From an optimization exercise on the open Yosys and OpenROAD flow, aimed at a short achievable clock period and few clock cycles; shortcuts taken in it are not production practice. In this exercise RTL edits were held to simulation tests only and were not proved equivalent to the original. Power is estimated from default activity; no workload was simulated.

==> v11: inputs <==
Design CHIP, start of the top module:
module CHIP(clk,
            rst_n,
            mem_wen_D,
            mem_addr_D,
            mem_wdata_D,
            mem_rdata_D,
            mem_addr_I,
            mem_rdata_I
    );
export LEC_CHECK = 0
export ABC_CLOCK_PERIOD_IN_PS = 1500
export CAP_MARGIN = 20
export CORE_MARGIN = 2
export CORE_UTILIZATION = 30
export CTS_CLUSTER_DIAMETER = 60
export CTS_CLUSTER_SIZE = 20
export SLEW_MARGIN = 20
export SYNTH_HIERARCHICAL = 1
export SYNTH_MINIMUM_KEEP_SIZE = 0
create_clock -name core_clock -period 11.0 [get_ports {clk}]
standard.sh (not shown) runs the stock make flow with config.mk's settings and CLKGATE_MAP_FILE= SYNTH_SCRIPT=/design/flow/synth_recipe.tcl, a recipe that flattens the netlist after the stock synthesis.
==> flow/flow/run.sh <==
#!/bin/bash
# Standard layout, with timing repair aimed well below the clock period.
set -euo pipefail
bash standard.sh SETUP_SLACK_MARGIN=7.8 finish > standard_flow.log 2>&1
==> v32 (differences from v11) <==
--- a/flow/design.v
+++ b/flow/design.v
@@ -13,32 +13,32 @@
     output [31:0] mem_wdata_D;
     input  [31:0] mem_rdata_D;
     output [31:0] mem_addr_I ;
     input  [31:0] mem_rdata_I;
     reg  [31:0] PC;
     reg  [31:0] PC_o;            
     reg  [31:0] RAS;             
     wire [31:0] f_ins  = mem_rdata_I;
-    wire [31:0] f_pc4;
-    wire [23:0] f_hip, f_him;    
-    pc_incs pci (.pc(PC), .pc4(f_pc4), .hip(f_hip), .him(f_him));
+    wire [31:0] f_pc4  = PC + 32'd4;
     wire        f_jal  = ~f_ins[31] &  f_ins[27] & f_ins[26];
     wire        f_use_rs = ~(~f_ins[31] & f_ins[27]);                           
     wire        f_beqw   = ~f_ins[31] & f_ins[28];
     wire        f_use_rt = (~f_ins[31] & ~f_ins[28] & ~f_ins[27]) |            
                            (f_ins[31] & f_ins[29]) | f_beqw;                  
     wire [31:1] f_rsoh, f_rtoh;
     genvar gi;
     generate
         for (gi = 1; gi < 32; gi = gi + 1) begin : dec
             assign f_rsoh[gi] = (f_ins[25:21] == gi);
             assign f_rtoh[gi] = (f_ins[20:16] == gi);
         end
     endgenerate
+    wire [23:0] f_hip  = f_pc4[31:8] + 24'd1;
+    wire [23:0] f_him  = f_pc4[31:8] - 24'd1;
     wire        f_gt, f_pt;
     wire [31:0] pc_nxt, pc_nxt_o;
     reg         d_v;
     reg  [31:0] d_ins;
     reg  [31:0] d_pc4;
     reg  [31:0] d_ras;           
     reg         d_pt;            
     reg         d_fol;           
@@ -49,17 +49,16 @@
     reg         e_v;
     reg         e_we;            
     reg  [4:0]  e_rd;
     reg         e_ld, e_st, e_beq, e_jr;
     reg         e_sub, e_and, e_or, e_slt, e_add;    
     reg  [31:0] e_a, e_b;
     reg  [31:0] e_bx;            
     reg         e_fx1;           
-    reg  [3:0]  e_s;             
     reg         e_fa1, e_fb1;    
     reg  [31:0] e_alt;           
     reg         e_pt;            
     reg  [31:0] e_ras;           
     reg         m_we, m_ld, m_st;
     reg  [4:0]  m_rd;
     reg  [31:0] m_res, m_wd;
     reg  [31:0] m_rx;            
@@ -93,32 +92,30 @@
     wire [31:0] d_ra, d_rb;
     rf_read rda (.sel(d_rsoh & vld), .rf(rf_bus), .q(d_ra));
     rf_read rdb (.sel(d_rtoh & vld), .rf(rf_bus), .q(d_rb));
     wire [31:0] d_mv  = m_ld ? mem_rdata_D : m_res;
     wire        d_m2a = m_we & (m_rd == d_rs);
     wire        d_m2b = m_we & (m_rd == d_rt);
     wire [31:0] d_raf = d_m2a ? d_mv : (d_bya ? w_data : d_ra);
     wire [31:0] d_rbf = d_m2b ? d_mv : (d_byb ? w_data : d_rb);
-    wire        d_fa1 = ~d_jal & e_v & e_we & (e_rd == d_rs);
-    wire        d_fx1 = d_R & e_v & e_we & (e_rd == d_rt);
     wire stall = d_v & e_v & st_r;
     wire [31:0] e_A  = e_fa1 ? m_res : e_a;
     wire [31:0] e_B  = e_fb1 ? m_res : e_b;
     wire [31:0] e_sum, e_x00, e_c00, e_x01, e_c01, e_x10, e_c10, e_x11, e_c11;
     pfx32 e_p00 (.a(e_a),   .b(e_bx), .ci(e_sub), .x(e_x00), .c(e_c00));
     pfx32 e_p01 (.a(e_a),   .b(m_rx), .ci(e_sub), .x(e_x01), .c(e_c01));
     pfx32 e_p10 (.a(m_res), .b(e_bx), .ci(e_sub), .x(e_x10), .c(e_c10));
     pfx32 e_p11 (.a(m_res), .b(m_rx), .ci(e_sub), .x(e_x11), .c(e_c11));
     wire [31:0] e_lg  = ({32{e_and}} & (e_A & e_B)) |
                         ({32{e_or}}  & (e_A | e_B));
     wire [31:0] e_res;
     alu_sel e_sel (.x00(e_x00), .c00(e_c00), .x01(e_x01), .c01(e_c01),
                    .x10(e_x10), .c10(e_c10), .x11(e_x11), .c11(e_c11),
-                   .sel(e_s), .lg(e_lg), .a31(e_A[31]), .b31(e_B[31]),
+                   .fa(e_fa1), .fb(e_fx1), .lg(e_lg), .a31(e_A[31]), .b31(e_B[31]),
                    .add(e_add), .slt(e_slt), .sum(e_sum), .res(e_res));
     wire        e_eq, redirE, d_zmis;
     wire        d_zf    = d_v & e_v & zf_r;
     br_check bchk (.e_a(e_a), .e_b(e_b), .m_res(m_res), .e_ras(e_ras),
                    .fa1(e_fa1), .fb1(e_fb1),
                    .e_v(e_v), .e_beq(e_beq), .e_pt(e_pt), .e_jr(e_jr),
                    .zf(d_zf), .d_fol(d_fol), .eq(e_eq), .redirE(redirE), .zmis(d_zmis));
     wire [31:0] tgtE     = e_jr ? e_A : e_alt;
@@ -180,19 +177,18 @@
         e_add  <= d_ld | d_st | d_jal | (d_Ralu & ~d_fand & ~d_for & ~d_fslt);    
         e_sub  <= d_Ralu & (d_fsub | d_fslt);
         e_and  <= d_Ralu & d_fand;
         e_or   <= d_Ralu & d_for;
         e_slt  <= d_Ralu & d_fslt;
         e_a    <= d_jal ? d_pc4 : d_raf;
         e_b    <= d_rbf;
         e_bx   <= d_jal ? 32'd0 : (((d_ld | d_st) ? d_sx : d_rbf) ^ {32{d_Ralu & (d_fsub | d_fslt)}});
-        e_fa1  <= d_fa1;
-        e_fx1  <= d_fx1;
-        e_s    <= {d_fa1 & d_fx1, d_fa1 & ~d_fx1, ~d_fa1 & d_fx1, ~d_fa1 & ~d_fx1};
+        e_fa1  <= ~d_jal & e_v & e_we & (e_rd == d_rs);
+        e_fx1  <= d_R & e_v & e_we & (e_rd == d_rt);
         e_fb1  <= e_v & e_we & (e_rd == d_rt);
         e_alt  <= d_take ? d_pc4 : d_btgt;
         e_pt   <= d_take;
         e_ras  <= d_ras;
         m_st   <= e_v & e_st;
         m_ld   <= e_ld;
         m_rd   <= e_rd;
         m_res  <= e_res;
@@ -214,98 +210,39 @@
             assign vld[g] = v;
             always @(posedge clk) begin
                 if (w_we && (w_rd == g)) q <= w_data;
             end
             assign rf_bus[(g-1)*32 +: 32] = q;
         end
     endgenerate
 endmodule
-module pc_incs(pc, pc4, hip, him);
-    input  [31:0] pc;
-    output [31:0] pc4;
-    output [23:0] hip, him;
-    wire [5:0]  lo = pc[7:2];
-    wire [23:0] u  = pc[31:8];
-    wire [6:0]  lc;                          
-    assign lc[0] = 1'b1;
-    genvar i;
-    generate
-        for (i = 1; i < 7; i = i + 1) begin : lca
-            assign lc[i] = &lo[i-1:0];
-        end
-    endgenerate
-    wire        c  = lc[6];
-    wire [23:0] u1, u2, um;
-    inc24 i1 (.x(u), .y(u1));
-    inc23 i2 (.x(u[23:1]), .y(u2[23:1]));
-    assign u2[0] = u[0];
-    dec24 d1 (.x(u), .y(um));
-    assign pc4 = {c ? u1 : u, lo ^ lc[5:0], pc[1:0]};
-    assign hip = c ? u2 : u1;
-    assign him = c ? u : um;
-endmodule
-module inc24(x, y);
-    input  [23:0] x;
-    output [23:0] y;
-    wire [24*6-1:0] A;
-    assign A[23:0] = x;
-    genvar lv, i;
-    generate
-        for (lv = 0; lv < 5; lv = lv + 1) begin : l
-            for (i = 0; i < 24; i = i + 1) begin : b
-                if (i >= (1 << lv)) begin : a
-                    assign A[(lv+1)*24+i] = A[lv*24+i] & A[lv*24+i-(1<<lv)];
-                end else begin : p
-                    assign A[(lv+1)*24+i] = A[lv*24+i];
-                end
-            end
-        end
-    endgenerate
-    wire [23:0] all = A[5*24 +: 24];        
-    assign y = x ^ {all[22:0], 1'b1};
-endmodule
-module inc23(x, y);
-    input  [22:0] x;
-    output [22:0] y;
-    wire [23:0] t;
-    inc24 u (.x({1'b0, x}), .y(t));
-    assign y = t[22:0];
-endmodule
-module dec24(x, y);
-    input  [23:0] x;
-    output [23:0] y;
-    wire [23:0] t;
-    inc24 u (.x(~x), .y(t));
-    assign y = ~t;
-endmodule
 module rf_read(sel, rf, q);
     input  [31:1]       sel;
     input  [31*32-1:0]  rf;
     output reg [31:0]   q;
     integer k;
     always @(*) begin
         q = 32'd0;
         for (k = 1; k < 32; k = k + 1)
             q = q | ({32{sel[k]}} & rf[(k-1)*32 +: 32]);
     end
 endmodule
-module alu_sel(x00, c00, x01, c01, x10, c10, x11, c11, sel, lg, a31, b31, add, slt,
+module alu_sel(x00, c00, x01, c01, x10, c10, x11, c11, fa, fb, lg, a31, b31, add, slt,
                sum, res);
     input  [31:0] x00, c00, x01, c01, x10, c10, x11, c11;   
     input  [31:0] lg;
-    input  [3:0]  sel;            
+    input         fa, fb;         
     input         a31, b31, add, slt;
     output [31:0] sum, res;
     wire   [31:0] s00 = x00 ^ c00;
     wire   [31:0] s01 = x01 ^ c01;
     wire   [31:0] s10 = x10 ^ c10;
     wire   [31:0] s11 = x11 ^ c11;
-    assign        sum = ({32{sel[3]}} & s11) | ({32{sel[2]}} & s10) |
-                        ({32{sel[1]}} & s01) | ({32{sel[0]}} & s00);
+    assign        sum = fa ? (fb ? s11 : s10) : (fb ? s01 : s00);
     wire          lt = (a31 ^ b31) ? a31 : sum[31];
     assign res = add ? sum : {lg[31:1], lg[0] | (slt & lt)};
 endmodule
 module eq32(a, b, eq);
     input  [31:0] a, b;
     output        eq;
     assign eq = ~|(a ^ b);
 endmodule
==> flow/flow/run.sh (replaced) <==
#!/bin/bash
# Standard layout, with timing repair aimed well below the clock period.
set -euo pipefail
bash standard.sh SETUP_SLACK_MARGIN=8.0 finish > standard_flow.log 2>&1
==> flow/config.mk (replaced) <==
export PLATFORM = sky130hd
export DESIGN_NAME = CHIP
export DESIGN_NICKNAME = CHIP
export VERILOG_FILES = /design/flow/design.v
export SDC_FILE = /design/flow/constraint.sdc
export NUM_CORES = 4
export LEC_CHECK = 0
export ABC_CLOCK_PERIOD_IN_PS = 1500
export CAP_MARGIN = 20
export CORE_MARGIN = 2
export CORE_UTILIZATION = 30
export SLEW_MARGIN = 20
export SYNTH_HIERARCHICAL = 1
export SYNTH_MINIMUM_KEEP_SIZE = 0
==> impl_results.md <==
* Initial Util at 0.3010
* Outcome: no timing/DRC/antenna violations
* DR pass1 iterations at 6
* Placed cell area at around 0.09 mm^2
* Syn Std Cell Area at about 0.085 mm^2
* Logic pwr share at 0.425
* Nets at 8046
* Number of sequential cells at 1640
* Worst path buffer plus inverter count at 1
* Die area at 0.2870 mm^2
* # Post-CTS Setup Buffers at 154
* Via-per-instance ratio at 5.798
* Routed wire length at ~340000 um
* Power in combinational cells at around 0.011 W
* Well Taps at 3743
[end of results for v11]
==> impl_results.md <==
* Placed cell area at 0.09058 mm^2
* DR pass1 iterations at 9
* Routed wire length at 364000 um
* Well Taps at 3724
* Syn Std Cell Area at 0.08434 mm^2
* # Post-CTS Setup Buffers at 317
* Nets at ~8200
* Critical path arrival at between 4 and 5 ns
* Outcome: no timing/DRC/antenna violations
* Number of sequential cells at between 1500 and 2000
* Logic pwr share at 0.402
* Initial Util at 0.3019
* Die area at 0.2854 mm^2
* Via-per-instance ratio at around 6
[end of results for v32]
Testbench counts of v11, summed over its fixed seeds: cycles 68,059.
Testbench counts of v32, summed over its fixed seeds: cycles 68,059.

## separate check: timing with driven ports
The results above use ideal ports. As a check the final layouts listed here were re-extracted and re-timed, cells and wires unchanged. Step 1: set_driving_cell puts a clkbuf_16 on clk and a buf_2 on each other input, an assumption about the parent block. Step 2, shift: input delay + t, output delay - t, t = (earliest + latest rising clock arrival at the registers) / 2. This alone moves slack from input paths to output paths. Slacks: no drivers / after step 1 / after step 2; pairs: no drivers / after step 1.
| run | shift t [ns] | setup WS [ns] | hold slack, ns | pins driven straight from the clock port |
|---|---|---|---|---|
| v11 | 0.910 | 7.444 / 7.354 / 6.612 | 0.334 / 0.334 / 0.334 | 1 |
| v32 | 0.932 | 7.316 / 7.316 / 6.627 | 0.303 / 0.303 / 0.303 | 1 |
After both steps every run listed still meets setup and hold. For v11, which loses most, drivers alone change the setup slack by -0.090 ns; drivers and shift together by -0.832 ns.
